Source: an optimization exercise on an open RTL-to-GDS flow (aim: small area, a short achievable clock period and few clock cycles per item). Production flows keep margins and buffers that such runs may drop.
Where RTL was checked, it was by simulation tests only, not by an equivalence proof against the original.
Function not checked in runs 4 to 8: the RTL went through the layout flow alone.

`design/flow/config.mk`:
```
export PLATFORM = sky130hd
export DESIGN_NAME = SBGCDCtrl
export DESIGN_NICKNAME = SBGCDCtrl
export VERILOG_FILES = /design/flow/design.v
export SDC_FILE = /design/flow/constraint.sdc
export NUM_CORES = 4
export LEC_CHECK = 0
export CAP_MARGIN = 20
export CORE_MARGIN = 2
export CORE_UTILIZATION = 60
export SETUP_SLACK_MARGIN = 5
export SLEW_MARGIN = 20
```
`design/flow/run.sh`:
```
#!/bin/bash
# synth_recipe.tcl (not shown) runs the flow's synth.tcl, then flattens the netlist and writes it again
# the make line also repeats each setting of config.mk as NAME=value (left out here)
make -C /OpenROAD-flow-scripts/flow DESIGN_CONFIG=/design/flow/config.mk WORK_HOME=/design/flow/orfs CLKGATE_MAP_FILE= SYNTH_SCRIPT=/design/flow/synth_recipe.tcl finish
```
`design/flow/constraint.sdc`:
```
create_clock -name core_clock -period 10.0 [get_ports {clk}]
set_input_delay 2.0000 -clock core_clock [delete_from_list [all_inputs] [get_ports {clk}]]
set_output_delay 2.0000 -clock core_clock [all_outputs]
set_load 0.01 [all_outputs]
```
`design/flow/design.v`:
```
`timescale 1ns/1ps
module SBGCDCtrl (
  input      [31:0]   io_sb_SBaddress,
  input               io_sb_SBvalid,
  input      [31:0]   io_sb_SBwdata,
  input               io_sb_SBwrite,
  input      [3:0]    io_sb_SBsize,
  output              io_sb_SBready,
  output     [31:0]   io_sb_SBrdata,
  input               io_sel,
  output              io_irq,
  input               clk,
  input               reset
);
  wire        acc   = io_sb_SBvalid && io_sel;
  wire [7:0]  addr  = io_sb_SBaddress[7:0];
  wire        wr    = acc && io_sb_SBwrite;
  wire        rd    = acc && !io_sb_SBwrite;
  wire        wrA   = wr && (addr == 8'h00);
  wire        wrB   = wr && (addr == 8'h04);
  wire        wrGo  = wr && (addr == 8'h10);
  wire        start = wrGo && (io_sb_SBwdata == 32'h00000001);
  wire        rdRes = rd && (addr == 8'h08);
  reg  [31:0] regA;
  reg  [31:0] regB;
  reg         readyReg;
  reg         irqReg;
  reg         busy;      
  reg         resValid;  
  reg         reload;    
  reg         irqPrev;   
  reg         selA, selB, selR, selS;
  wire [31:0] nextA = wrA ? io_sb_SBwdata : regA;
  wire [31:0] nextB = wrB ? io_sb_SBwdata : regB;
  wire        load  = wrA || wrB || reload;
  reg  [31:0] x;
  reg  [31:0] y;
  reg  [4:0]  c;         
  reg         fin;       
  wire [31:0] xd = x ^ y;
  wire        eq = ~|xd;
  wire        ce = eq || fin;
  wire        done = ce && (c == 5'd0);
  wire        ex = ~x[0];
  wire        ey = ~y[0];
  wire        fresh  = busy && done;
  wire        irqNow = irqReg || fresh;
  wire [31:0] p = ~xd;
  wire [31:0] g = x & ~y;
  reg  [32:0] gc;
  reg  [32:0] pc;
  reg  [32:0] gt, pt;
  integer i, s;
  always @(*) begin
    gt = {g, 1'b0};
    pt = {p, 1'b1};
    for (s = 1; s < 33; s = s * 2) begin
      for (i = 2 * s - 1; i < 33; i = i + 2 * s) begin
        gt[i] = gt[i] | (pt[i] & gt[i - s]);
        pt[i] = pt[i] & pt[i - s];
      end
    end
    for (s = 16; s >= 1; s = s / 2) begin
      for (i = 3 * s - 1; i < 33; i = i + 2 * s) begin
        gt[i] = gt[i] | (pt[i] & gt[i - s]);
        pt[i] = pt[i] & pt[i - s];
      end
    end
    gc = gt;
    pc = pt;
  end
  wire [32:0] c1  = gc | pc;
  wire        neg = ~c1[32];
  wire [31:0] ad  = neg ? ~(p ^ gc[31:0]) : (p ^ c1[31:0]);
  wire [31:0] t = ex ? x : (ey ? y : xd);
  wire [2:0]  kz = t[1] ? 3'd1 : t[2] ? 3'd2 : t[3] ? 3'd3 : t[4] ? 3'd4 :
                   t[5] ? 3'd5 : t[6] ? 3'd6 : 3'd7;
  wire        both = ex && ey;
  wire [2:0]  k = both ? 3'd1 : kz;
  wire [31:0] w = ex ? x : (ey ? y : ad);
  wire [31:0] r = w >> k;
  wire        updX = !ce && (ex || (!ey && !neg));
  wire        updY = !ce && !ex && (ey || neg);
  wire        halfY = !ce && both;
  wire        dblX = ce && (c != 5'd0);
  always @(posedge clk) begin
    if (load) begin
      x   <= nextA;
      y   <= nextB;
      c   <= 5'd0;
      fin <= 1'b0;
    end else begin
      if (dblX) begin
        x   <= {x[30:0], 1'b0};
        c   <= c - 5'd1;
        fin <= 1'b1;
      end else if (updX) begin
        x <= r;
      end
      if (halfY) begin
        y <= {1'b0, y[31:1]};
        c <= c + 5'd1;
      end else if (updY) begin
        y <= r;
      end
    end
  end
  always @(posedge clk or posedge reset) begin
    if (reset) begin
      regA     <= 32'h00000000;
      regB     <= 32'h00000000;
      readyReg <= 1'b0;
      irqReg   <= 1'b0;
      busy     <= 1'b0;
      resValid <= 1'b0;
      reload   <= 1'b1;
      irqPrev  <= 1'b0;
      selA     <= 1'b0;
      selB     <= 1'b0;
      selR     <= 1'b0;
      selS     <= 1'b0;
    end else begin
      regA     <= nextA;
      regB     <= nextB;
      reload   <= 1'b0;
      readyReg <= acc;
      irqPrev  <= irqNow;
      selA     <= rd && (addr == 8'h00);
      selB     <= rd && (addr == 8'h04);
      selR     <= rdRes && (resValid || fresh);
      selS     <= rd && (addr == 8'h0c);
      if (start)
        busy <= 1'b1;
      else if (done)
        busy <= 1'b0;
      if (rdRes)
        irqReg <= 1'b0;
      else if (fresh)
        irqReg <= 1'b1;
      if (wrA || wrB || wrGo)
        resValid <= 1'b0;
      else if (fresh)
        resValid <= 1'b1;
    end
  end
  assign io_sb_SBready = readyReg;
  assign io_irq        = irqNow;
  assign io_sb_SBrdata = ({32{selA}} & regA) | ({32{selB}} & regB) |
                         ({32{selR}} & x) | {31'd0, selS & irqPrev};
endmodule
```
==> results of run 1 <==
sequential cells by signal, indices dropped and copies added, names as in the netlist:
signal / flops
c: 5
irqPrev: 1
reload: 1
selS: 1
resValid: 1
regB: 32
irqReg: 1
selB: 1
selR: 1
selA: 1
regA: 32
readyReg: 1
fin: 1
y: 32
busy: 1
x: 32
area by class of cell:
type,count,area share [%]
clock buffers,20,3.379
clock inverters,12,1.023
inverters,86,2.320
multi-input cells,986,52.07
flip-flops and latches,144,27.46
well taps,260,2.294
repair buffers,162,11.45
metrics by stage:
stage / hold slack, ns / std cells / setup slack, ns
6_report: 0.4919 / 1670 / 4.961
5_1_grt: 0.5096 / 1670 / 4.867
4_1_cts: 0.4931 / 1646 / 4.949
3_5_place_dp: 0.4830 / 1580 / 3.199
3_3_place_gp: 0.4732 / 1580 / 3.185
2_1_floorplan: 0.4640 / 1304 / 5.069
logic make-up after synthesis:
| family | Yosys count | share of synthesized area (%) |
|---|---|---|
| other cells | 1 | 0.03244 |
| simple gates | 386 | 16.70 |
| flops | 144 | 33.70 |
| fa+ha+maj | 54 | 6.950 |
| mux | 112 | 10.47 |
| buf+inv | 176 | 5.910 |
| xor+xnor | 14 | 1.061 |
| compound gates | 417 | 25.18 |
worst register-to-register path, stage by stage, from the launching register on:
cell      delay (ns)
edfxtp_1        0.39
inv_1           0.10
ha_1            0.41
and4_1          0.33
a211o_2         0.45
nor2_4          0.19
inv_1           0.16
a21oi_1         0.21
o21ai_0         0.14
fa_1            0.46
nand2b_1        0.19
nor4_2          0.22
a31oi_1         0.13
a31oi_1         0.25
o21ai_0         0.14
a21boi_2        0.19
mux2_2          0.37
a221oi_1        0.30
o31ai_1         0.13
repair_timing:
action / CTS / global route
buffers inserted: 28 / 22
gates cloned: 6 / 1
gates resized for setup: 67 / 44
setup endpoints to repair: 135 / 95
pin swaps: 11 / 10
endpoints found under the hold margin: 0 / 0
metal layers:
layer | vias up | GRT usage, %
met5 | - | 0
met3 | 183 | 13.72
met4 | 0 | 20.01
met1 | 5788 | 58.98
met2 | 1025 | 62.45
li1 | 5145 | -
cell usage in the layout (no fill, tap or decap), drive strengths merged, types with 37 or more instances in the layout:
master / n
a21oi: 94
dfrtp: 73
mux2: 71
nor2: 83
inv: 89
nor3: 39
buf: 80
ha: 37
o21ai: 77
edfxtp: 64
nand2: 106
clkdlybuf4s50: 77
mux2i: 41
worst min path at each step:
stage / from / to / slack, ns / cells past startpoint
2_1_floorplan: resValid / selR / 0.46 / 2
3_3_place_gp: irqReg / irqPrev / 0.47 / 1
3_5_place_dp: irqReg / irqPrev / 0.48 / 1
4_1_cts: irqReg / irqPrev / 0.49 / 1
5_1_grt: irqReg / irqPrev / 0.51 / 1
6_report: irqReg / irqPrev / 0.49 / 1
==> flow_metrics.tcl, run 1 <==
set metrics [dict create \
    clockRootBuffer "clkbuf_16" \
    crit_fanout 7 \
    synthTopCellsByArea "edfxtp_1 17%, dfrtp_1 16%, mux2_2 6.9%, ha_1 4.0%, a21oi_1 3.9%" \
    cts.sinks 144 \
    fp.dieW_um 142.8 \
    cp_cell_sequence "inv_1, ha_1, and4_1, a211o_2, nor2_4, inv_1, a21oi_1, o21ai_0, fa_1, nand2b_1, nor4_2, a31oi_1, a31oi_1, o21ai_0, a21boi_2, mux2_2, a221oi_1, o31ai_1" \
    synth_top_area_share_pct 16.63 \
    grt_overflow 0 \
    placed_cell_area_sq_um 12550 \
    cts_tree "yes" \
    n_antenna_cell 0 \
    cts_max_level 4 \
    synthTopCellsByCount "105 x nand2_1, 91 x a21oi_1, 84 x inv_1" \
    cpPeakStageDelay_ns 0.46 \
    synth-edff-count 64 \
    finalCritPeriodShare_pct 50.39 \
    path_clk_slew_ns 0.07 \
    slew_headroom_pct 28.71 \
    drt-met1-wl_um 16580 \
    drtIter0Drc 2008 \
    core_area_sq_um 18830 \
    clk_latency_ns 0.44 \
    drt-vias-per-instance 7.270 \
    wl_met2_um 18470 \
    drt-total-wl_um 43910 \
    grt_first_pass_wirelength_um 66280 \
    path_class "flop to flop" \
    ys_types 88 \
    cts_buffer_depth 2 \
    gp_congestion 0.9844 \
    cp_num_buf_inv 2 \
    final_nets 1524 \
    ys_async_sr_fraction_pct 51.39 \
    port-buffer-count 78 \
    io_pins 107 \
    num_rows 50 \
    die_h_um 142.8 \
    dr.pass1.iters 7 \
    clock_skew_ns 0.01966 \
    start_util_pct 61.38 \
    fin_crit_ns 5.039 \
    path_delay_family "compound AO/OA/AOI/OAI gates" \
    cp.depth 18 \
    grt_pass1_vias 11410 \
    crit_path_end_kind "flop" \
    cts_made_buffers 17 \
    synth_top_area_cell "edfxtp_1" \
    design.die.area_sq_um 20390 \
    r2r-start "y[13]" \
    antenna_found_initial 0 \
    report.final.hold_viol_count 0 \
    drv_cap 0 \
    yosys_warnings 1 \
    r2r-end "y[19]" \
    startpoint_type "flop" \
    vias 12140 \
    reg2regPathDepth 18 \
    ant_nets 0 \
    dp_hpwl_um 29050 \
    postCtsHoldBufs 0 \
    drive_gt1_share_pct 20.99 \
    postSynthAreaPerCell_sq_um 8.864 \
    stdcell_area_sq_um 14180 \
    cp_slowest_cell "fa_1" \
    register_area_sq_um 3895 \
    netlist_area_sq_um 11560 \
    syn-num-nets 1431 \
    rsz0062_at_grt "yes" \
    worst_pin_slew_ns 1.061 \
    fillers 1388 \
    fin_tns_setup_ns 0 \
    worstSetupEndpoint "y[19]" \
    final_core_util_pct 75.32 \
    yosysSeqAreaShare_pct 33.70 \
    grt_start_max_net_pins 75 \
    highest_layer "met4" \
    status "timing/DRC/antenna clean" \
    syn_inst 1304 \
    areaGrowthSynthToFinish_pct 22.70 \
    grt_use_total_pct 43.12 \
    drv_slew 0 \
    setup_viol 0 \
    met3_length_um 6687 \
    rrSetupSlack_ns 4.96 \
    yosysMostFrequentCell "nand2_1" \
    worstSetupStartpoint "y[13]" \
    arrival_ns 5.19 \
    synthFlopType "dfrtp_1" \
    required_ns 10.15 \
    multi_input_area_sq_um 7385 \
    hold_class "flop to flop" \
    max_freq_ghz 0.1985 \
    wl_per_cell_um 26.29 \
    ys_seq_elements 144 \
    remaining_drc_errors 0 \
]
Testbench counts, summed over its fixed seeds: cycles 35,714, items 2,400.
==> run 2, diff against run 1 <==
--- a/design/flow/config.mk
+++ b/design/flow/config.mk
@@ -9,3 +9,3 @@
 export CORE_MARGIN = 2
-export CORE_UTILIZATION = 60
+export CORE_UTILIZATION = 40
 export SETUP_SLACK_MARGIN = 5
==> run 2 against run 1 <==
Cell count grew 7.8%. Utilization shrank 25 points. Sequential share of layout area shrank 0.55 points. Still clean on timing, DRC and antenna. Clock skew shrank 0.012 ns. Routed wire length grew 1.5%.
==> flow_metrics.tcl, run 2 <==
set metrics [dict create \
    status "timing/DRC/antenna clean" \
    antenna_found_initial 0 \
    setup_slack_ns 5.031 \
    clk_latency_ns 0.43 \
    io_pins 107 \
    fin_crit_ns 4.969 \
    drt-vias-per-instance 6.489 \
    drtIter0Drc 1415 \
    yosysSeqAreaShare_pct 33.70 \
    synthTopCellsByCount "105 x nand2_1, 91 x a21oi_1, 84 x inv_1" \
    path_clk_slew_ns 0.06 \
    remaining_drc_errors 0 \
    dr.pass1.iters 9 \
    mostFrequentLayoutCells "102 x nand2_1, 83 x a21oi_1, 80 x inv_1, 79 x buf_4, 77 x clkdlybuf4s50_1" \
    final_nets 1530 \
    synth_top_area_share_pct 16.63 \
    n_antenna_cell 0 \
    whs_ns 0.4880 \
    use_met2_pct 42.81 \
    num_rows 62 \
    grt_overflow 0 \
    port-buffer-count 78 \
    grt_use_met3_pct 5.249 \
    crit_fanout 5 \
    netlist_area_sq_um 11560 \
    ys_types 88 \
    cts_tree "yes" \
    final_common_cell "nand2_1" \
    drive_gt1_share_pct 22.46 \
    clock_skew_ns 0.007764 \
    path_class "flop to output port" \
    setup_viol 0 \
    yosys_warnings 1 \
    ant_nets 0 \
    fin_tns_setup_ns 0 \
    synth_top_area_cell "edfxtp_1" \
    rsz0062_at_grt "yes" \
    slew_headroom_pct 29.15 \
    globalRoute.busiestLayer "met2" \
    report.final.hold_viol_count 0 \
    synth_compound_area_share_pct 25.18 \
    synthXorXnorAreaFrac_pct 1.061 \
    cts_max_level 4 \
    startpoint_type "flop" \
    areaGrowthSynthToFinish_pct 25.19 \
    synthTopCellsByArea "edfxtp_1 17%, dfrtp_1 16%, mux2_2 6.9%, ha_1 4.0%, a21oi_1 3.9%" \
    grt_first_pass_wirelength_um 66660 \
    postSynthAreaPerCell_sq_um 8.864 \
    wl_per_cell_um 24.76 \
    crit_path_end_kind "output port" \
    syn-num-nets 1431 \
    synth-edff-count 64 \
    synthSimpleGateAreaFrac_pct 16.70 \
    cts_made_buffers 17 \
    cts.sinks 144 \
    ys_async_sr_fraction_pct 51.39 \
    core_area_sq_um 28550 \
    yosysMostFrequentCell "nand2_1" \
    synth_top_family_by_area "compound AO/OA/AOI/OAI gates" \
    gp_congestion 0.9536 \
    design.die.area_sq_um 30270 \
    drv_cap 0 \
    synth_mux_area_share_pct 10.47 \
    grt_use_total_pct 28.40 \
    worst_pin_slew_ns 1.036 \
    hold_class "flop to flop" \
    placed_cell_area_sq_um 12720 \
    final_core_util_pct 50.69 \
    drv_slew 0 \
    drt-total-wl_um 44580 \
    die_h_um 174.0 \
    yosys.area_share.adder_pct 6.950 \
    syn_inst 1304 \
    fp.dieW_um 174.0 \
    pre_cts_ws_ns 3.232 \
    finalCritPeriodShare_pct 49.69 \
    required_ns 8.00 \
    grt_pass1_vias 11040 \
    clockRootBuffer "clkbuf_16" \
    start_util_pct 40.49 \
    vias 11680 \
    grt_start_max_net_pins 75 \
    cts_buffer_depth 2 \
    arrival_ns 2.97 \
    use_met1_pct 40.33 \
    stdcell_area_sq_um 14470 \
    max_freq_ghz 0.2013 \
    synthFlopType "dfrtp_1" \
    ys_seq_elements 144 \
    postCtsHoldBufs 0 \
    dp_hpwl_um 30940 \
]
==> run 2: critical path, cell delays in order (launching register included) <==
cell and delay, ns:
edfxtp_1 0.34, buf_6 0.14, clkinvlp_4 0.11, buf_12 0.15
ha_4 0.24, nand3b_1 0.23, or3_4 0.43, nor3_4 0.33
nor2_4 0.08, nor2_4 0.18, a21o_1 0.18, buf_6 0.12
==> run 2: final cells by class <==
type,count,area [sq um]
fillers,2676,14080
multi-input cells,985,7522
flip-flops and latches,144,3895
repair buffers,169,1614
well taps,384,480.5
clock buffers,19,432.9
inverters,86,332.8
clock inverters,13,192.7
==> run 2: worst paths after layout <==
check,cells after the start,slack (ns),from,end
min reg2reg,1,0.49,irqReg,irqPrev
min in group asynchronous,3,2.18,reset,selR
max reg2reg,21,5.04,y[0],y[5]
max in group asynchronous,3,7.16,reset,regB[14]
min,1,0.49,irqReg,irqPrev
max,11,5.03,y[0],io_irq
==> run 2: timing repair <==
| action | 4_1_cts | 5_1_grt |
|---|---|---|
| endpoints found under the setup margin | 135 | 93 |
| buffers inserted | 29 | 28 |
| pin swaps | 10 | 15 |
| cloned | 5 | 1 |
| resized for setup | 69 | 72 |
==> run 2: logic make-up after synthesis <==
logic type                 after synthesis
xor gates and xnor gates                14
and+or+nand+nor                        386
muxes                                  112
buffers and inverters                  176
other                                    1
AOI/OAI and AO/OA                      417
DFF                                    144
adders and majority gates               54
==> run 2: routing by layer <==
layer  vias to the layer above  share of wire (%)
met3                        97                9.9
met4                         0                3.7
li1                       5144                  -
met2                       744                 44
met1                      5696                 43
met5                         -                  0
==> run 2: stage by stage <==
step                      std cells
after CTS                      1771
after global placement         1705
after global routing           1800
after floorplan                1304
final                          1800
after detailed placement       1705
==> run 3, diff against run 2 <==
--- a/design/flow/design.v
+++ b/design/flow/design.v
@@ -57,9 +57,3 @@
     for (s = 1; s < 33; s = s * 2) begin
-      for (i = 2 * s - 1; i < 33; i = i + 2 * s) begin
-        gt[i] = gt[i] | (pt[i] & gt[i - s]);
-        pt[i] = pt[i] & pt[i - s];
-      end
-    end
-    for (s = 16; s >= 1; s = s / 2) begin
-      for (i = 3 * s - 1; i < 33; i = i + 2 * s) begin
+      for (i = 32; i >= s; i = i - 1) begin
         gt[i] = gt[i] | (pt[i] & gt[i - s]);
==> run 3 against run 2 <==
Utilization fell by 3.2 points. Cell count is 14% higher. Routed wire length rose by 14%. Sequential share of layout area is 0.13 points lower. Global-route usage grew 2.1 points. Clock skew grew 0.0013 ns. Area after synthesis is 7.3% higher. Hold slack worse by 0.0030 ns. Worst setup slack worse by 0.10 ns. Critical path depth is 2 lower. Die area up 7.1%. Critical path type unchanged. Critical endpoint unchanged. Largest cell class unchanged.
==> flow_metrics.tcl, run 3 <==
set metrics [dict create \
    path_clk_slew_ns 0.06 \
    grt_first_pass_wirelength_um 77300 \
    hold_end "irqPrev" \
    slew_headroom_pct 28.95 \
    areaGrowthSynthToFinish_pct 17.23 \
    final_nets 1750 \
    drt-vias-per-instance 6.637 \
    drt-total-wl_um 50970 \
    startpoint_type "flop" \
    whs_path_depth 1 \
    r2r-start "y[0]" \
    clk_latency_ns 0.42 \
    dr.pass1.iters 9 \
    postCtsHoldBufs 0 \
    rrSetupSlack_ns 4.99 \
    syn_inst 1611 \
    fin_tns_setup_ns 0 \
    clock_skew_ns 0.009074 \
    report.final.hold_viol_count 0 \
    vias 13590 \
    num_rows 64 \
    max_freq_ghz 0.1973 \
    synthTopCellsByArea "edfxtp_1 15%, dfrtp_1 15%, nand2_1 9.4%, a21oi_1 4.4%, nor2_1 3.9%" \
    core_area_sq_um 30590 \
    synth_top_area_cell "edfxtp_1" \
    yosys_warnings 1 \
    gp_congestion 0.9572 \
    final_common_cell "nand2_1" \
    clockRootBuffer "clkbuf_16" \
    remaining_drc_errors 0 \
    drv_slew 0 \
    ys_seq_elements 144 \
    mostFrequentLayoutCells "307 x nand2_1, 128 x nor2_1, 107 x a21oi_1, 94 x o21ai_0" \
    antenna_found_initial 0 \
    wl_per_cell_um 24.90 \
    n_antenna_cell 0 \
    yosysSeqAreaShare_pct 31.40 \
    grt_start_max_net_pins 75 \
    grt_pass1_vias 12590 \
    setup_viol 0 \
    crit_path_end_kind "output port" \
    reg2regPathDepth 18 \
    grt_use_total_pct 30.53 \
    ys_types 92 \
    worst_pin_slew_ns 1.062 \
    design.die.area_sq_um 32440 \
    crit_fanout 9 \
    finalCritPeriodShare_pct 50.69 \
    r2r-end "x[23]" \
    port-buffer-count 78 \
    cts_tree "yes" \
    drv_cap 0 \
    cts_buffer_depth 2 \
    dp_hpwl_um 36800 \
    synthTopCellsByCount "311 x nand2_1, 129 x nor2_1, 108 x a21oi_1" \
    arrival_ns 3.07 \
    ant_nets 0 \
    required_ns 8.00 \
    io_pins 107 \
    status "timing/DRC/antenna clean" \
    ys_async_sr_fraction_pct 51.39 \
    synth-edff-count 64 \
    drive_gt1_share_pct 10.78 \
    fp.dieW_um 180.1 \
    yosysMostFrequentCell "nand2_1" \
    rsz0062_at_grt "yes" \
    die_h_um 180.1 \
    netlist_area_sq_um 12400 \
    start_util_pct 40.55 \
    cts_max_level 4 \
    postSynthAreaPerCell_sq_um 7.700 \
    hp-start "irqReg" \
    hold_class "flop to flop" \
    fin_crit_ns 5.069 \
    grt_overflow 0 \
    cts_made_buffers 17 \
    drtIter0Drc 1939 \
    synthFlopType "dfrtp_1" \
    whs_ns 0.4850 \
    syn-num-nets 1723 \
    path_class "flop to output port" \
    cts.sinks 144 \
    synth_top_area_share_pct 15.49 \
]
-- run 3: cell count changes after synthesis, moves of 24 or more --
cell and delta:
mux2_2 -61, buf_2 +24, nand2_1 +206, nor2_1 +46
o21ai_0 +28, mux2i_1 -27
-- run 3: metrics by stage --
stage          utilization, %  instances  worst slack [ns]  cell area [sq um]
2_1_floorplan               -       1611             4.939              12410
3_3_place_gp            43.69       1991             3.638              13370
3_5_place_dp            43.69       1991             3.615              13370
4_1_cts                 46.74       2036             4.787              14300
5_1_grt                 47.54       2047             4.826              14540
6_report                47.54       2047             4.931              14540
-- run 3: repair_timing --
| action | in CTS | in global routing |
|---|---|---|
| pin swaps | 4 | 8 |
| gates resized for setup | 38 | 34 |
| cloned | 3 | 0 |
| buffers inserted | 10 | 11 |
| endpoints found under the setup margin | 128 | 76 |
-- run 3: cell type report --
class | instances | area [sq um]
Multi-Input combinational cell | 1267 | 7949
Fill cell | 3070 | 16050
Clock inverter | 13 | 168.9
Clock buffer | 19 | 432.9
Inverter | 79 | 300.3
Timing Repair Buffer | 129 | 1300
Tap cell | 396 | 495.5
Sequential cell | 144 | 3895
-- run 3: worst max-delay path: stages, from the launching register on --
cell	delay (ns)
edfxtp_1	0.53
ha_2	0.51
nand4_1	0.26
nor4_4	0.33
buf_4	0.18
a21oi_4	0.08
nor3_2	0.18
buf_4	0.17
a21o_1	0.15
clkdlybuf4s15_2	0.24
-- run 3: routing by layer --
metal / routed length, um / global-route usage (%)
met2: 22000 / 46.28
met1: 21760 / 43.65
met4: 2097 / 12.71
met3: 5116 / 4.244
met5: 0 / 0
-- run 3: cell families (layout without fill, tap and decap cells) --
kind of cell / Yosys count / in the layout / share of synthesized area (%)
other: 1 / 1 / 0.03023
xor gates and xnor gates: 9 / 9 / 0.6355
adders and majority gates: 39 / 39 / 4.055
DFF: 144 / 144 / 31.40
and+or+nand+nor: 649 / 649 / 23.75
muxes: 25 / 25 / 2.219
AOI/OAI and AO/OA: 544 / 544 / 31.25
buffers and inverters: 200 / 240 / 6.657
-- run 3: how the worst max path moves through the flow --
stage / from / endpoint / slack, ns / depth (start not counted)
CTS: x[17] / io_irq / 4.79 / 8
global route: y[0] / io_irq / 4.83 / 11
floorplan: x[0] / io_irq / 4.94 / 11
detailed placement: io_sb_SBaddress[1] / y[12] / 3.62 / 11
finish: x[17] / io_irq / 4.93 / 9
global placement: io_sb_SBaddress[1] / y[16] / 3.64 / 11
Testbench counts of run 3, summed over its fixed seeds: cycles 35,714, items 2,400.
==> run 4, diff against run 3 <==
--- a/design/flow/design.v
+++ b/design/flow/design.v
@@ -45,4 +45,2 @@
   wire        ey = ~y[0];
-  wire        fresh  = busy && done;
-  wire        irqNow = irqReg || fresh;
   wire [31:0] p = ~xd;
@@ -120,6 +118,6 @@
       readyReg <= acc;
-      irqPrev  <= irqNow;
+      irqPrev  <= irqReg;
       selA     <= rd && (addr == 8'h00);
       selB     <= rd && (addr == 8'h04);
-      selR     <= rdRes && (resValid || fresh);
+      selR     <= rdRes && resValid;
       selS     <= rd && (addr == 8'h0c);
@@ -131,3 +129,3 @@
         irqReg <= 1'b0;
-      else if (fresh)
+      else if (busy && done)
         irqReg <= 1'b1;
@@ -135,3 +133,3 @@
         resValid <= 1'b0;
-      else if (fresh)
+      else if (busy && done)
         resValid <= 1'b1;
@@ -140,3 +138,3 @@
   assign io_sb_SBready = readyReg;
-  assign io_irq        = irqNow;
+  assign io_irq        = irqReg;
   assign io_sb_SBrdata = ({32{selA}} & regA) | ({32{selB}} & regB) |
==> run 4 against run 3 <==
Still clean. Register-to-register slack better by 0.23 ns. Hold slack worse by 0.056 ns. Non-clock buffer count is 22 lower. Clock skew is 0.00081 ns higher. Sequential cell count stayed put. Largest cell class unchanged.
==> flow_metrics.tcl, run 4 <==
set metrics [dict create \
    max_freq_ghz 0.2045 \
    cts_buffer_depth 2 \
    postSynthAreaPerCell_sq_um 7.965 \
    final_common_cell "nand2_1" \
    setup_viol 0 \
    synthTopCellsByCount "239 x nand2_1, 129 x a21oi_1, 124 x nor2_1" \
    die_h_um 179.7 \
    fin_tns_setup_ns 0 \
    grt_use_total_pct 27.23 \
    required_ns 10.17 \
    synthSimpleGateAreaFrac_pct 21.40 \
    syn-num-nets 1663 \
    path_clk_slew_ns 0.05 \
    startpoint_type "input pin" \
    drt-total-wl_um 45270 \
    synth_top_family_by_area "compound AO/OA/AOI/OAI gates" \
    synth_compound_area_share_pct 29.40 \
    clock_skew_ns 0.009882 \
    clk_latency_ns 0.43 \
    synthTopCellsByArea "edfxtp_1 16%, dfrtp_1 15%, nand2_1 7.3%, a21oi_1 5.2%, o21ai_0 4.4%" \
    start_util_pct 40.49 \
    r2r-end "x[21]" \
    arrival_ns 5.06 \
    syn_inst 1551 \
    synth-edff-count 64 \
    reg2regPathDepth 18 \
    worst_pin_slew_ns 1.108 \
    hold_class "flop to flop" \
    grt_first_pass_wirelength_um 69780 \
    register_area_sq_um 3895 \
    status "timing/DRC/antenna clean" \
    ys_types 106 \
    fin_crit_ns 4.890 \
    design.die.area_sq_um 32310 \
    port-buffer-count 78 \
    report.final.hold_viol_count 0 \
    yosys.area_share.adder_pct 4.071 \
    drt-vias-per-instance 6.422 \
    postCtsHoldBufs 0 \
    remaining_drc_errors 0 \
    fillers 2967 \
    grt_pass1_vias 11820 \
    vias 12650 \
    crit_fanout 55 \
    grt_start_max_net_pins 75 \
    ant_nets 0 \
    ys_seq_elements 144 \
    stdcell_area_sq_um 13940 \
    r2r-start "y[0]" \
    mostFrequentLayoutCells "238 x nand2_1, 129 x a21oi_1, 121 x nor2_1, 107 x o21ai_0, 81 x inv_1" \
    cts_max_level 4 \
    synth_mux_area_share_pct 5.692 \
    synthXorXnorAreaFrac_pct 0.9925 \
    areaGrowthSynthToFinish_pct 12.80 \
    yosysSeqAreaShare_pct 31.53 \
    synth_top_area_share_pct 15.56 \
    crit_path_end_kind "flop" \
    n_antenna_cell 0 \
    core_area_sq_um 30510 \
    antenna_found_initial 0 \
    finalCritPeriodShare_pct 48.90 \
    grt_overflow 0 \
    yosysMostFrequentCell "nand2_1" \
    worstSetupEndpoint "x[23]" \
    gp_congestion 0.9511 \
    wl_per_cell_um 22.98 \
    placed_cell_area_sq_um 13290 \
    cts_made_buffers 17 \
    rrSetupSlack_ns 5.22 \
    cts_tree "yes" \
    path_class "input pin to flop" \
    synthFlopType "dfrtp_1" \
    drive_gt1_share_pct 10.74 \
    io_pins 107 \
    rsz0062_at_grt "yes" \
    drv_cap 0 \
    worstSetupStartpoint "io_sb_SBaddress[3]" \
    synth_top_area_cell "edfxtp_1" \
    netlist_area_sq_um 12350 \
    drv_slew 0 \
    slew_headroom_pct 25.93 \
    fp.dieW_um 179.7 \
    clockRootBuffer "clkbuf_16" \
    multi_input_area_sq_um 7680 \
    drtIter0Drc 1501 \
    num_rows 64 \
    dr.pass1.iters 6 \
    cts.sinks 144 \
    ys_async_sr_fraction_pct 51.39 \
    dp_hpwl_um 33860 \
    yosys_warnings 1 \
    final_nets 1673 \
]
==> run 4: cell types whose count changed in the layout (fill, tap and decap cells not counted), moves of 11 or more <==
cell     delta
nand2_1    -69
mux2_2     +30
a21oi_1    +22
ha_1       +21
buf_4      -18
ha_2       -17
a31oi_1    -16
nand3_1    +13
o21ai_0    +13
o22ai_1    -12
nor2b_1    -11
==> run 4: repair_timing <==
item | 4_1_cts | 5_1_grt
gates resized for setup | 9 | 13
setup endpoints to repair | 124 | 90
setup buffers | 0 | 4
hold endpoints to repair | 0 | 0
pin swaps | 0 | 2
==> run 4: critical path, stage by stage <==
cell and delay [ns]:
clkdlybuf4s50_1 0.59, nor3_1 0.12, nand2_1 0.08, buf_4 0.42, nand2_1 0.19, nor2_4 0.48
buf_6 0.41, nand2_1 0.35, o221a_1 0.35
==> run 4: layer usage <==
metal  vias to the layer above  part of all wire (%)  track usage (%)
met2                       662                    43            40.60
met5                         -                     0                0
met4                         0                   2.8            8.488
met3                        57                   7.8            2.857
li1                       5789                     -                -
met1                      6144                    47            41.19
==> run 4: kinds of logic after synthesis <==
kind of cell	count (synthesis)
AO/OA/AOI/OAI	527
XOR/XNOR	14
adder cells (fa/ha/maj)	39
buffers and inverters	198
flip-flops	144
multiplexers	64
other	1
AND/OR/NAND/NOR	564
==> run 4: stage by stage <==
stage	hold slack [ns]	utilization [%]	setup slack, ns	cells
after detailed placement	0.4057	43.57	4.350	1934
final	0.4294	45.68	5.110	1970
after global placement	0.3979	43.57	4.366	1934
after floorplan	0.4352	-	5.401	1551
after CTS	0.4225	45.39	4.990	1966
after global routing	0.4294	45.68	4.926	1970
==> run 4: worst min-delay path by stage <==
| stage | slack (ns) | start | to | cells past startpoint |
|---|---|---|---|---|
| 4_1_cts | 0.42 | irqReg | irqPrev | 0 |
| 5_1_grt | 0.43 | irqReg | irqPrev | 0 |
| 3_5_place_dp | 0.41 | irqReg | irqPrev | 0 |
| 3_3_place_gp | 0.40 | irqReg | irqPrev | 0 |
| 2_1_floorplan | 0.44 | irqReg | irqPrev | 0 |
| 6_report | 0.43 | irqReg | irqPrev | 0 |
==> run 4: area by class of cell <==
class / instances / area share (%)
Inverter: 82 / 2.209
Timing Repair Buffer: 107 / 7.425
Sequential cell: 144 / 27.95
Clock inverter: 6 / 0.2424
Tap cell: 396 / 3.555
Clock buffer: 26 / 3.510
Multi-Input combinational cell: 1209 / 55.11
==> run 5, diff against run 4 <==
--- a/design/flow/config.mk
+++ b/design/flow/config.mk
@@ -10,3 +10,2 @@
 export CORE_UTILIZATION = 40
-export SETUP_SLACK_MARGIN = 5
 export SLEW_MARGIN = 20
==> run 5 against run 4 <==
Hold slack worse by 0.0024 ns. Register-to-register slack worse by 0.68 ns. Routed wire length up 5.3%. Clock skew up 0.0019 ns. Largest cell class unchanged. Worst setup slack worse by 0.57 ns. Global-route usage up 1.6 points. Synthesized cell count unchanged. Still clean on timing, DRC and antenna. Sequential share of layout area up 0.091 points. Highest routed layer unchanged. Cell count down 0.25%.
==> flow_metrics.tcl, run 5 <==
set metrics [dict create \
    core_area_sq_um 30510 \
    cts.sinks 144 \
    syn-num-nets 1663 \
    hold_class "flop to flop" \
    remaining_drc_errors 0 \
    slew_headroom_pct 26.52 \
    ant_nets 0 \
    multi_input_area_sq_um 7631 \
    fp.dieW_um 179.7 \
    postCtsHoldBufs 0 \
    grt_pass1_vias 11960 \
    grt_first_pass_wirelength_um 72820 \
    yosys_warnings 1 \
    wl_per_cell_um 24.26 \
    start_util_pct 40.49 \
    drv_cap 0 \
    ys_async_sr_fraction_pct 51.39 \
    areaGrowthSynthToFinish_pct 12.44 \
    syn_inst 1551 \
    startpoint_type "flop" \
    design.die.area_sq_um 32310 \
    status "timing/DRC/antenna clean" \
    rsz0062_at_grt "no" \
    ys_seq_elements 144 \
    r2r-start "y[0]" \
    path_clk_slew_ns 0.07 \
    synthTopCellsByCount "239 x nand2_1, 129 x a21oi_1, 124 x nor2_1" \
    final_common_cell "nand2_1" \
    fin_crit_ns 5.459 \
    arrival_ns 5.64 \
    synthFlopType "dfrtp_1" \
    postSynthAreaPerCell_sq_um 7.965 \
    drive_gt1_share_pct 10.07 \
    report.final.hold_viol_count 0 \
    grt_start_max_net_pins 79 \
    dr.pass1.iters 8 \
    drtIter0Drc 1726 \
    reg2regPathDepth 16 \
    drt-total-wl_um 47670 \
    grt_overflow 0 \
    whs_ns 0.4270 \
    yosysMostFrequentCell "nand2_1" \
    mostFrequentLayoutCells "239 x nand2_1, 129 x a21oi_1, 123 x nor2_1, 107 x o21ai_0, 81 x inv_1" \
    crit_fanout 34 \
    setup_viol 0 \
    gp_congestion 0.9940 \
    vias 12830 \
    cts_buffer_depth 2 \
    r2r-end "y[17]" \
    drt-vias-per-instance 6.528 \
    port-buffer-count 78 \
    ys_types 106 \
    n_antenna_cell 0 \
    cts_tree "yes" \
    antenna_found_initial 0 \
    worstSetupStartpoint "y[0]" \
    required_ns 10.18 \
    final_nets 1668 \
    worst_pin_slew_ns 1.099 \
    clk_latency_ns 0.44 \
    fin_tns_setup_ns 0 \
    grt_use_total_pct 28.83 \
    synthTopCellsByArea "edfxtp_1 16%, dfrtp_1 15%, nand2_1 7.3%, a21oi_1 5.2%, o21ai_0 4.4%" \
    register_area_sq_um 3895 \
    postCtsSetupBuffers 0 \
    max_freq_ghz 0.1832 \
    clock_skew_ns 0.01182 \
    io_pins 107 \
    synth_top_area_cell "edfxtp_1" \
    cts_max_level 4 \
    clockRootBuffer "clkbuf_16" \
    worstSetupEndpoint "y[17]" \
    crit_path_end_kind "flop" \
    yosysSeqAreaShare_pct 31.53 \
    path_class "flop to flop" \
    finalCritPeriodShare_pct 54.59 \
    synth-edff-count 64 \
    drv_slew 0 \
    fillers 3017 \
    netlist_area_sq_um 12350 \
    cts_made_buffers 17 \
    synth_top_area_share_pct 15.56 \
    cts.repair.resized 0 \
    die_h_um 179.7 \
    num_rows 64 \
    dp_hpwl_um 35010 \
    rrSetupSlack_ns 4.54 \
]
run 5: how the worst min path moves through the flow:
stage	startpoint	to	slack, ns	depth (start not counted)
2_1_floorplan	irqReg	irqPrev	0.44	0
3_3_place_gp	irqReg	irqPrev	0.41	0
3_5_place_dp	irqReg	irqPrev	0.41	0
4_1_cts	irqReg	irqPrev	0.43	0
5_1_grt	irqReg	irqPrev	0.46	0
6_report	irqReg	irqPrev	0.43	0
run 5: critical path: stages, from the launching register on:
cell      delay, ns
edfxtp_1       0.48
inv_1          0.07
buf_4          0.27
ha_1           0.32
inv_1          0.08
fa_1           0.28
nand3b_1       0.20
a21oi_2        0.12
o211a_4        0.27
o21ai_4        0.68
nand2_1        0.63
o41a_1         0.54
a32o_1         0.31
o21ai_1        0.35
o22ai_1        0.13
nor3_1         0.34
a21oi_1        0.13
run 5: cells by family after synthesis:
group	share of synthesized area, %
XOR/XNOR	0.9925
AO/OA/AOI/OAI	29.40
AND/OR/NAND/NOR	21.40
multiplexers	5.692
buffers and inverters	6.887
other	0.03035
flip-flops	31.53
adder cells (fa/ha/maj)	4.071
run 5: per-layer routing:
metal  global-route usage [%]  vias up  wire length (um)
met4                    10.57        0              1657
met2                    43.45      761             20700
met5                        0        -                 0
met3                    4.315       89              4656
met1                    41.79     6199             20660
li1                         -     5779                 -
run 5: area by class of cell:
type | count | share of cell area, %
sequential | 144 | 28.04
clock buffer | 22 | 3.351
timing repair buffer | 102 | 6.918
inverter | 82 | 2.216
tap | 396 | 3.567
multi-input combinational | 1209 | 54.94
clock inverter | 10 | 0.9728
run 5: through the flow:
stage	utilization, %	setup WS (ns)	area [sq um]	instances
floorplan	-	3.999	12350	1551
global placement	43.54	4.599	13290	1933
detailed placement	43.54	4.562	13290	1933
CTS	45.51	4.616	13890	1965
global route	45.53	4.251	13890	1965
finish	45.53	4.541	13890	1965
==> run 6, diff against run 5 <==
==> design/flow/flow/run.sh (new file) <==
#!/bin/bash
set -euo pipefail
export SETUP_SLACK_MARGIN=6
bash standard.sh > standard.log 2>&1
==> design/flow/standard.sh (new file) <==
#!/bin/bash
# synth_recipe.tcl (not shown) runs the flow's synth.tcl, then flattens the netlist and writes it again
# the make line also repeats each setting of config.mk as NAME=value (left out here)
make -C /OpenROAD-flow-scripts/flow DESIGN_CONFIG=/design/flow/config.mk WORK_HOME=/design/flow/orfs CLKGATE_MAP_FILE= SYNTH_SCRIPT=/design/flow/synth_recipe.tcl "${@:-finish}"
removed: design/flow/run.sh
==> run 6 against run 5 <==
Sequential share of layout area fell by 4.6 points. Cell count rose by 6.3%. Hold slack improved by 0.0040 ns. Clock skew fell by 0.0021 ns. Non-clock buffer count rose by 118. Die area did not move.
==> flow_metrics.tcl, run 6 <==
set metrics [dict create \
    num_rows 64 \
    ant_nets 0 \
    cts_made_buffers 17 \
    syn_inst 1551 \
    synth-edff-count 64 \
    cts.sinks 144 \
    startpoint_type "flop" \
    setup_slack_ns 5.944 \
    dp_hpwl_um 34490 \
    worst_pin_slew_ns 1.111 \
    drv_slew 0 \
    slew_headroom_pct 25.26 \
    dr.pass1.iters 10 \
    start_util_pct 40.49 \
    grt_overflow 0 \
    yosys.area_share.adder_pct 4.071 \
    cts_max_level 4 \
    mostFrequentLayoutCells "223 x nand2_1, 117 x nor2_1, 104 x a21oi_1, 95 x buf_4, 91 x o21ai_0" \
    path_class "flop to flop" \
    die_h_um 179.7 \
    hold_class "flop to flop" \
    synthXorXnorAreaFrac_pct 0.9925 \
    gp_congestion 0.9844 \
    cp_cell_sequence "buf_12, inv_16, ha_4, inv_2, fa_2, nand3b_1, a21oi_2, o211a_4, o21a_4, nor2_4, buf_6, buf_12, o311a_4, nor3_4, nand2_2, a32o_2, o211ai_2, o21ai_2, o221a_1" \
    synth_compound_area_share_pct 29.40 \
    core_area_sq_um 30510 \
    stdcell_area_sq_um 16600 \
    synthTopCellsByCount "239 x nand2_1, 129 x a21oi_1, 124 x nor2_1" \
    clock_skew_ns 0.009703 \
    ys_types 106 \
    max_freq_ghz 0.2465 \
    fillers 2735 \
    fin_tns_setup_ns 0 \
    final_core_util_pct 54.41 \
    synthTopCellsByArea "edfxtp_1 16%, dfrtp_1 15%, nand2_1 7.3%, a21oi_1 5.2%, o21ai_0 4.4%" \
    design.die.area_sq_um 32310 \
    areaGrowthSynthToFinish_pct 34.37 \
    drv_cap 0 \
    wl_per_cell_um 25.49 \
    final_common_cell "nand2_1" \
    cts_buffer_depth 2 \
    crit_path_frequent_cell "buf_12" \
    cp_slowest_cell "edfxtp_1" \
    pre_cts_ws_ns 4.446 \
    fp.dieW_um 179.7 \
    crit_path_end_kind "flop" \
    synth_mux_area_share_pct 5.692 \
    drt-vias-per-instance 6.579 \
    postSynthAreaPerCell_sq_um 7.965 \
    required_ns 10.18 \
    netlist_area_sq_um 12350 \
    syn-num-nets 1663 \
    synthSimpleGateAreaFrac_pct 21.40 \
    remaining_drc_errors 0 \
    synth_top_family_by_area "compound AO/OA/AOI/OAI gates" \
    placed_cell_area_sq_um 13330 \
    fin_crit_ns 4.056 \
    final_nets 1791 \
    synth_top_area_cell "edfxtp_1" \
    yosysSeqAreaShare_pct 31.53 \
    drive_gt1_share_pct 26.65 \
    drt-total-wl_um 53230 \
    report.final.hold_viol_count 0 \
    yosys_warnings 1 \
    status "timing/DRC/antenna clean" \
    grt_use_total_pct 31.02 \
    cts_tree "yes" \
    port-buffer-count 78 \
    arrival_ns 4.24 \
    finalCritPeriodShare_pct 40.56 \
    drtIter0Drc 1740 \
    grt_pass1_vias 12630 \
    vias 13740 \
    io_pins 107 \
    clockRootBuffer "clkbuf_16" \
    crit_fanout 5 \
    clk_latency_ns 0.43 \
    rsz0062_at_grt "yes" \
    ys_async_sr_fraction_pct 51.39 \
    synthFlopType "dfrtp_1" \
    antenna_found_initial 0 \
    grt_start_max_net_pins 80 \
    grt_first_pass_wirelength_um 77710 \
    yosysMostFrequentCell "nand2_1" \
    ys_seq_elements 144 \
    cpPeakStageDelay_ns 0.43 \
    n_antenna_cell 0 \
    path_clk_slew_ns 0.06 \
    setup_viol 0 \
    synth_top_area_share_pct 15.56 \
]
-- run 6: cell counts after synthesis --
No cell type changed its count.
-- run 6: metal layers --
layer | wire length [um] | up-vias | track usage (%)
li1 | - | 6038 | -
met1 | 21950 | 6736 | 43.13
met2 | 24210 | 849 | 49.41
met3 | 5143 | 114 | 3.991
met4 | 1932 | 0 | 11.48
met5 | 0 | - | 0
-- run 6: area by class of cell --
cell class	instances	area [sq um]	area share [%]
Timing Repair inverter	1	8.758	0.05276
Multi-Input combinational cell	1213	8793	52.97
Tap cell	396	495.5	2.985
Clock inverter	11	210.2	1.266
Clock buffer	21	450.4	2.713
Inverter	82	327.8	1.975
Timing Repair Buffer	220	2417	14.56
Sequential cell	144	3897	23.48
-- run 6: path summary, 6_finish.rpt --
path                              from        to  slack, ns  cells after the start
max in group asynchronous        reset      selB       7.10                      3
worst min-delay path            irqReg   irqPrev       0.43                      0
min in group asynchronous        reset  regA[23]       2.19                      3
worst max register to register    y[0]     y[24]       5.94                     19
worst min register to register  irqReg   irqPrev       0.43                      0
worst max-delay path              y[0]     y[24]       5.94                     19
-- run 6: critical path, delay by kind of cell, from the launching register on --
kind	cells	cell delay [ns]
adders and majority gates	2	0.48
and+or+nand+nor	4	0.59
AOI/OAI and AO/OA	8	1.77
buffers and inverters	5	0.50
DFF	1	0.43
-- run 6: logic make-up (layout without fill, tap and decap cells) --
| family | Yosys count | in the layout |
|---|---|---|
| xor+xnor | 14 | 14 |
| flops | 144 | 144 |
| mux | 64 | 64 |
| fa+ha+maj | 39 | 39 |
| compound gates | 527 | 528 |
| simple gates | 564 | 567 |
| buf+inv | 198 | 335 |
| other cells | 1 | 1 |
-- run 6: through the flow --
step | hold WS, ns | std cells
final | 0.4310 | 2088
after global routing | 0.4459 | 2088
after CTS | 0.4199 | 2038
after detailed placement | 0.4092 | 1934
after global placement | 0.4114 | 1934
after floorplan | 0.4352 | 1551
-- run 6: what timing repair did --
| item | 4_1_cts | 5_1_grt |
|---|---|---|
| hold buffers | 0 | 0 |
| resized for setup | 144 | 177 |
| setup buffers | 56 | 49 |
| gates cloned | 16 | 1 |
| pin swaps | 53 | 99 |
| endpoints found under the setup margin | 165 | 145 |
==> run 7, diff against run 6 <==
==> design/flow/flow/run.sh (replaced) <==
#!/bin/bash
set -euo pipefail
export SETUP_SLACK_MARGIN=7
bash standard.sh > standard.log 2>&1
==> run 7 against run 6 <==
Critical path depth down 3. Cell count rose by 6.1%. Worst setup slack got worse by 0.29 ns. Sequential cell count did not move. Largest cell class unchanged. Global-route usage increased by 6.8 points. First-iteration DRC count increased by 32%. Synthesized cell count unchanged. Still clean on timing, DRC and antenna. Clock skew up 0.0039 ns. Critical endpoint is now x[27].
==> flow_metrics.tcl, run 7 <==
set metrics [dict create \
    drt-met1-wl_um 24940 \
    drive_gt1_share_pct 41.59 \
    drt-total-wl_um 64400 \
    dp.cells 1930 \
    report.final.hold_viol_count 0 \
    grt_use_total_pct 37.80 \
    setup_viol 0 \
    remaining_drc_errors 0 \
    fin_crit_ns 4.343 \
    synth_top_area_share_pct 15.56 \
    ys_seq_elements 144 \
    dr.pass1.iters 8 \
    syn_inst 1551 \
    synthTopCellsByArea "edfxtp_1 16%, dfrtp_1 15%, nand2_1 7.3%, a21oi_1 5.2%, o21ai_0 4.4%" \
    wl_met2_um 27760 \
    start_util_pct 40.49 \
    path_class "flop to flop" \
    worst_pin_slew_ns 0.7508 \
    dp_hpwl_um 37510 \
    syn-num-nets 1663 \
    drtIter0Drc 2297 \
    final_common_cell "nand2_1" \
    drt-vias-per-instance 6.770 \
    cts.sinks 144 \
    ant_nets 0 \
    n_antenna_cell 0 \
    cts_tree "yes" \
    wl_per_cell_um 29.06 \
    crit_path_end_kind "flop" \
    slew_headroom_pct 48.65 \
    port-buffer-count 78 \
    rsz0062_at_grt "yes" \
    gp_congestion 0.9501 \
    netlist_area_sq_um 12350 \
    highest_layer "met4" \
    num_rows 64 \
    hold_class "flop to flop" \
    fillers 2491 \
    core_area_sq_um 30510 \
    synth-edff-count 64 \
    clock_skew_ns 0.01361 \
    drv_cap 0 \
    register_area_sq_um 3897 \
    fp.dieW_um 179.7 \
    areaGrowthSynthToFinish_pct 52.31 \
    crit_fanout 5 \
    vias 15000 \
    yosysMostFrequentCell "nand2_1" \
    yosys_warnings 1 \
    grt_first_pass_wirelength_um 92340 \
    required_ns 10.16 \
    final_nets 1919 \
    grt_start_max_net_pins 75 \
    design.die.area_sq_um 32310 \
    clockRootBuffer "clkbuf_16" \
    die_h_um 179.7 \
    io_pins 107 \
    antenna_found_initial 0 \
    ys_async_sr_fraction_pct 51.39 \
    fin_tns_setup_ns 0 \
    cts_max_level 4 \
    synth_top_area_cell "edfxtp_1" \
    synthTopCellsByCount "239 x nand2_1, 129 x a21oi_1, 124 x nor2_1" \
    cts_made_buffers 17 \
    multi_input_area_sq_um 9931 \
    clk_latency_ns 0.44 \
    grt_overflow 0 \
    synthFlopType "dfrtp_1" \
    yosysSeqAreaShare_pct 31.53 \
    arrival_ns 4.51 \
    finalCritPeriodShare_pct 43.43 \
    max_freq_ghz 0.2303 \
    rrSetupSlack_ns 5.66 \
    path_clk_slew_ns 0.06 \
    status "timing/DRC/antenna clean" \
    grt_pass1_vias 14070 \
    ys_types 106 \
    postSynthAreaPerCell_sq_um 7.965 \
    layoutNonFillerInstCount 2216 \
    cts_buffer_depth 2 \
    met3_length_um 7343 \
    startpoint_type "flop" \
    postCtsHoldBufs 0 \
    mostFrequentLayoutCells "164 x nand2_1, 140 x buf_4, 111 x nor2_1, 86 x a21oi_1" \
    drv_slew 0 \
]
run 7: final timing paths:
check | startpoint | to | depth (start not counted)
max | y[0] | x[27] | 16
min | regB[30] | regB[30] | 2
max reg2reg | y[0] | x[27] | 16
min reg2reg | regB[30] | regB[30] | 2
max in group asynchronous | reset | selB | 3
min in group asynchronous | reset | regA[13] | 3
run 7: cell type report:
class	instances	share of cell area, %
flip-flops and latches	144	20.71
clock buffers	20	2.480
repair inverters	1	0.04655
well taps	396	2.633
multi-input cells	1224	52.78
repair buffers	337	18.91
inverters	82	1.882
clock inverters	12	0.5585
run 7: worst max-delay path, cell delays in order (launching register included):
cell and delay [ns]:
edfxtp_1 0.44, bufinv_16 0.23, ha_4 0.13, inv_2 0.03, fa_2 0.38, nand3b_1 0.26, a21oi_4 0.21, o211a_4 0.24
o21ai_4 0.13, buf_6 0.15, a221o_1 0.43, nand4_1 0.14, nor3b_4 0.32, a21oi_2 0.11, a32o_2 0.30, a211oi_1 0.40
o21ai_1 0.16
run 7: logic make-up (layout without fill, tap and decap cells):
logic type / Yosys count / after routing / share of synthesized area, %
AOI/OAI and AO/OA: 527 / 530 / 29.40
xor gates and xnor gates: 14 / 14 / 0.9925
adders and majority gates: 39 / 39 / 4.071
buffers and inverters: 198 / 452 / 6.887
DFF: 144 / 144 / 31.53
muxes: 64 / 64 / 5.692
other: 1 / 1 / 0.03035
and+or+nand+nor: 564 / 576 / 21.40
run 7: through the flow:
| step | worst slack, ns | hold WS (ns) | cell area (sq um) | util (%) |
|---|---|---|---|---|
| CTS | 5.914 | 0.5077 | 17520 | 57.41 |
| global placement | 4.431 | 0.4236 | 13560 | 44.44 |
| global route | 5.596 | 0.5254 | 18820 | 61.68 |
| floorplan | 6.079 | 0.4352 | 12900 | - |
| finish | 5.657 | 0.5051 | 18820 | 61.68 |
| detailed placement | 4.391 | 0.4208 | 13560 | 44.44 |
run 7: repair_timing:
action                     in CTS  in global routing
setup buffers                 163                 59
gates resized for setup       564                188
pin swaps                     150                125
setup endpoints to repair     239                308
cloned                         30                  2
run 7: layer usage:
metal  vias up  global-route usage, %
li1       6311                      -
met1      7310                  50.72
met2      1112                  57.33
met3       270                  7.557
met4         0                  20.42
met5         -                      0
==> run 8, diff against run 7 <==
==> design/flow/flow/run.sh (replaced) <==
#!/bin/bash
# The standard layout (the standard.sh, standard synthesis included), with
# the port buffers made from sky130_fd_sc_hd__buf_1 instead of the buffer that
# buffer_ports picks by default (a slow, large delay buffer). Every port still
# gets its own buffer.
set -euo pipefail
export BUFFER_PORTS_ARGS="-buffer_cell sky130_fd_sc_hd__buf_1"
bash standard.sh > standard.log 2>&1
--- a/design/flow/config.mk
+++ b/design/flow/config.mk
@@ -10,2 +10,3 @@
 export CORE_UTILIZATION = 40
+export SETUP_SLACK_MARGIN = 5
 export SLEW_MARGIN = 20
==> run 8 against run 7 <==
Via count fell by 15%. Design area fell by 28%. Worst setup slack got worse by 0.49 ns. Still clean. Count of clock-buffer cells in the layout fell by 1. Utilization fell by 17 points. Clock skew barely moved. First-iteration DRC count fell by 41%. Maximum frequency fell by 10%. Critical path type unchanged. Synthesized cell count did not move. Area after synthesis did not move.
==> flow_metrics.tcl, run 8 <==
set metrics [dict create \
    hold_class "flop to flop" \
    port-buffer-count 78 \
    wl_per_cell_um 23.30 \
    grt_pass1_vias 11900 \
    crit_path_end_kind "flop" \
    remaining_drc_errors 0 \
    drt-total-wl_um 46070 \
    met3_length_um 4061 \
    worst_pin_slew_ns 1.118 \
    ys_types 106 \
    drv_slew 0 \
    design.die.area_sq_um 32310 \
    syn_inst 1551 \
    setup_viol 0 \
    core_area_sq_um 30510 \
    cpPeakStageDelay_ns 0.52 \
    clock_skew_ns 0.01316 \
    fp.dieW_um 179.7 \
    dp_hpwl_um 33460 \
    final_common_cell "nand2_1" \
    path_class "flop to flop" \
    ys_async_sr_fraction_pct 51.39 \
    rsz0062_at_grt "no" \
    r2r-start "y[0]" \
    cts.sinks 144 \
    report.final.hold_viol_count 0 \
    cts_buffer_depth 2 \
    path_delay_family "compound AO/OA/AOI/OAI gates" \
    grt_overflow 0 \
    placed_cell_area_sq_um 12790 \
    n_antenna_cell 0 \
    final_nets 1680 \
    synth_top_area_share_pct 15.56 \
    synthTopCellsByArea "edfxtp_1 16%, dfrtp_1 15%, nand2_1 7.3%, a21oi_1 5.2%, o21ai_0 4.4%" \
    drt-vias-per-instance 6.414 \
    slew_headroom_pct 25.23 \
    grt_use_total_pct 27.48 \
    fin_crit_ns 4.837 \
    postSynthAreaPerCell_sq_um 7.965 \
    status "timing/DRC/antenna clean" \
    whs_ns 0.4150 \
    crit_path_frequent_cell "a21oi_1" \
    drt-met1-wl_um 20620 \
    gp_congestion 0.9466 \
    yosysMostFrequentCell "nand2_1" \
    hp-start "irqReg" \
    synth-edff-count 64 \
    grt_start_max_net_pins 79 \
    areaGrowthSynthToFinish_pct 10.24 \
    max_freq_ghz 0.2067 \
    yosys_warnings 1 \
    num_rows 64 \
    rrSetupSlack_ns 5.16 \
    finalCritPeriodShare_pct 48.37 \
    path_clk_slew_ns 0.06 \
    multi_input_area_sq_um 7720 \
    netlist_area_sq_um 12350 \
    drive_gt1_share_pct 11.45 \
    start_util_pct 40.49 \
    fillers 3083 \
    synth_top_area_cell "edfxtp_1" \
    cp_slowest_cell "or4b_1" \
    grt_first_pass_wirelength_um 70300 \
    hold_end "irqPrev" \
    crit_fanout 66 \
    cts_tree "yes" \
    drv_cap 0 \
    highest_layer "met4" \
    antenna_found_initial 0 \
    arrival_ns 4.96 \
    register_area_sq_um 3895 \
    wl_met2_um 20320 \
    ys_seq_elements 144 \
    stdcell_area_sq_um 13620 \
    cts_max_level 4 \
    mostFrequentLayoutCells "238 x nand2_1, 129 x a21oi_1, 122 x nor2_1, 107 x o21ai_0, 79 x inv_1" \
    cts_made_buffers 17 \
    clockRootBuffer "clkbuf_16" \
    clk_latency_ns 0.43 \
    syn-num-nets 1663 \
    whs_path_depth 0 \
    drtIter0Drc 1364 \
    fin_tns_setup_ns 0 \
    cp_num_buf_inv 5 \
    dr.pass1.iters 8 \
    synthTopCellsByCount "239 x nand2_1, 129 x a21oi_1, 124 x nor2_1" \
    io_pins 107 \
    required_ns 10.12 \
    startpoint_type "flop" \
    vias 12680 \
    cp_cell_sequence "clkbuf_16, clkinvlp_4, buf_12, ha_1, inv_1, fa_2, nand3b_1, a21oi_4, o211a_4, o21a_4, buf_4, or4b_1, o211ai_1, a21oi_1, a22oi_1, mux2i_1, o21ai_0, a21oi_1" \
    ant_nets 0 \
    reg2regPathDepth 18 \
    yosysSeqAreaShare_pct 31.53 \
    synthFlopType "dfrtp_1" \
    r2r-end "y[8]" \
    postCtsHoldBufs 0 \
    die_h_um 179.7 \
]
run 8: changes by cell type in the layout (fill, tap and decap cells not counted), moves of 43 or more:
cell	delta
buf_4	-112
nand2_1	+74
buf_1	+78
nand2_2	-60
a21oi_1	+43
buf_6	-68
run 8: final cells by class:
cell class / instances / area share, %
multi-input cells: 1210 / 56.68
flip-flops and latches: 144 / 28.60
repair buffers: 113 / 4.685
well taps: 396 / 3.638
clock buffers: 19 / 3.252
inverters: 82 / 2.324
clock inverters: 13 / 0.8176
run 8: layer usage:
metal,GRT usage (%),up-vias
li1,-,5809
met1,40.61,6159
met2,41.87,649
met3,3.606,64
met4,7.967,0
met5,0,-
run 8: kinds of logic after synthesis:
| logic type | count (synthesis) | share of synthesized area, % |
|---|---|---|
| multiplexers | 64 | 5.692 |
| AO/OA/AOI/OAI | 527 | 29.40 |
| XOR/XNOR | 14 | 0.9925 |
| AND/OR/NAND/NOR | 564 | 21.40 |
| flip-flops | 144 | 31.53 |
| buffers and inverters | 198 | 6.887 |
| other | 1 | 0.03035 |
| adder cells (fa/ha/maj) | 39 | 4.071 |
run 8: how the worst max path moves through the flow:
stage	slack [ns]	to	start	cells after the start
after floorplan	5.40	y[0]	io_sb_SBaddress[5]	9
after global placement	4.11	y[24]	y[0]	18
after detailed placement	4.07	y[24]	y[0]	18
after CTS	5.02	x[21]	y[0]	18
after global routing	5.00	y[8]	y[0]	18
final	5.16	y[8]	y[0]	18
run 8: through the flow:
step | util [%] | std cells | setup slack [ns]
finish | 44.64 | 1977 | 5.163
floorplan | - | 1551 | 5.401
CTS | 43.89 | 1966 | 5.019
detailed placement | 41.92 | 1932 | 4.068
global placement | 41.92 | 1932 | 4.115
global route | 44.64 | 1977 | 5.003
run 8: what timing repair did:
item                                    in CTS  in global routing
cloned                                       1                  1
endpoints found under the setup margin     124                 56
resized for setup                            8                 21
pin swaps                                    2                  4
buffers inserted                             1                 10

afterwards: timing with drivers on the ports:
The results above use ideal ports. As a check the final layouts listed here were re-extracted and re-timed, cells and wires unchanged.
Step 1, drivers: a clkbuf_16 drives clk and a buf_2 each remaining input, both assumed.
Step 2 times the ports against the registers' clock, not the clock port: input delays grow and output delays shrink by t, the midpoint of the rising clock arrivals with the driver on.
Three values: no drivers, after step 1, after step 2; two values: the first two.
run	t (ns)	setup WS [ns]	hold slack, ns
run 1	0.476	4.961 / 4.959 / 4.648	0.492 / 0.492 / 0.492
run 2	0.472	5.031 / 4.984 / 4.764	0.488 / 0.488 / 0.488
run 3	0.462	4.931 / 4.885 / 4.700	0.485 / 0.485 / 0.485
run 4	0.467	5.110 / 5.133 / 4.666	0.429 / 0.429 / 0.429
run 5	0.477	4.541 / 4.541 / 4.541	0.427 / 0.427 / 0.427
run 6	0.472	5.944 / 5.914 / 5.597	0.431 / 0.431 / 0.431
run 7	0.481	5.657 / 5.657 / 5.657	0.505 / 0.505 / 0.505
run 8	0.465	5.163 / 5.163 / 4.980	0.415 / 0.415 / 0.415
After both steps setup and hold are still met in every run listed. The setup slack of run 4, which loses most, moves by +0.023 ns with the drivers and by -0.444 ns with both steps.
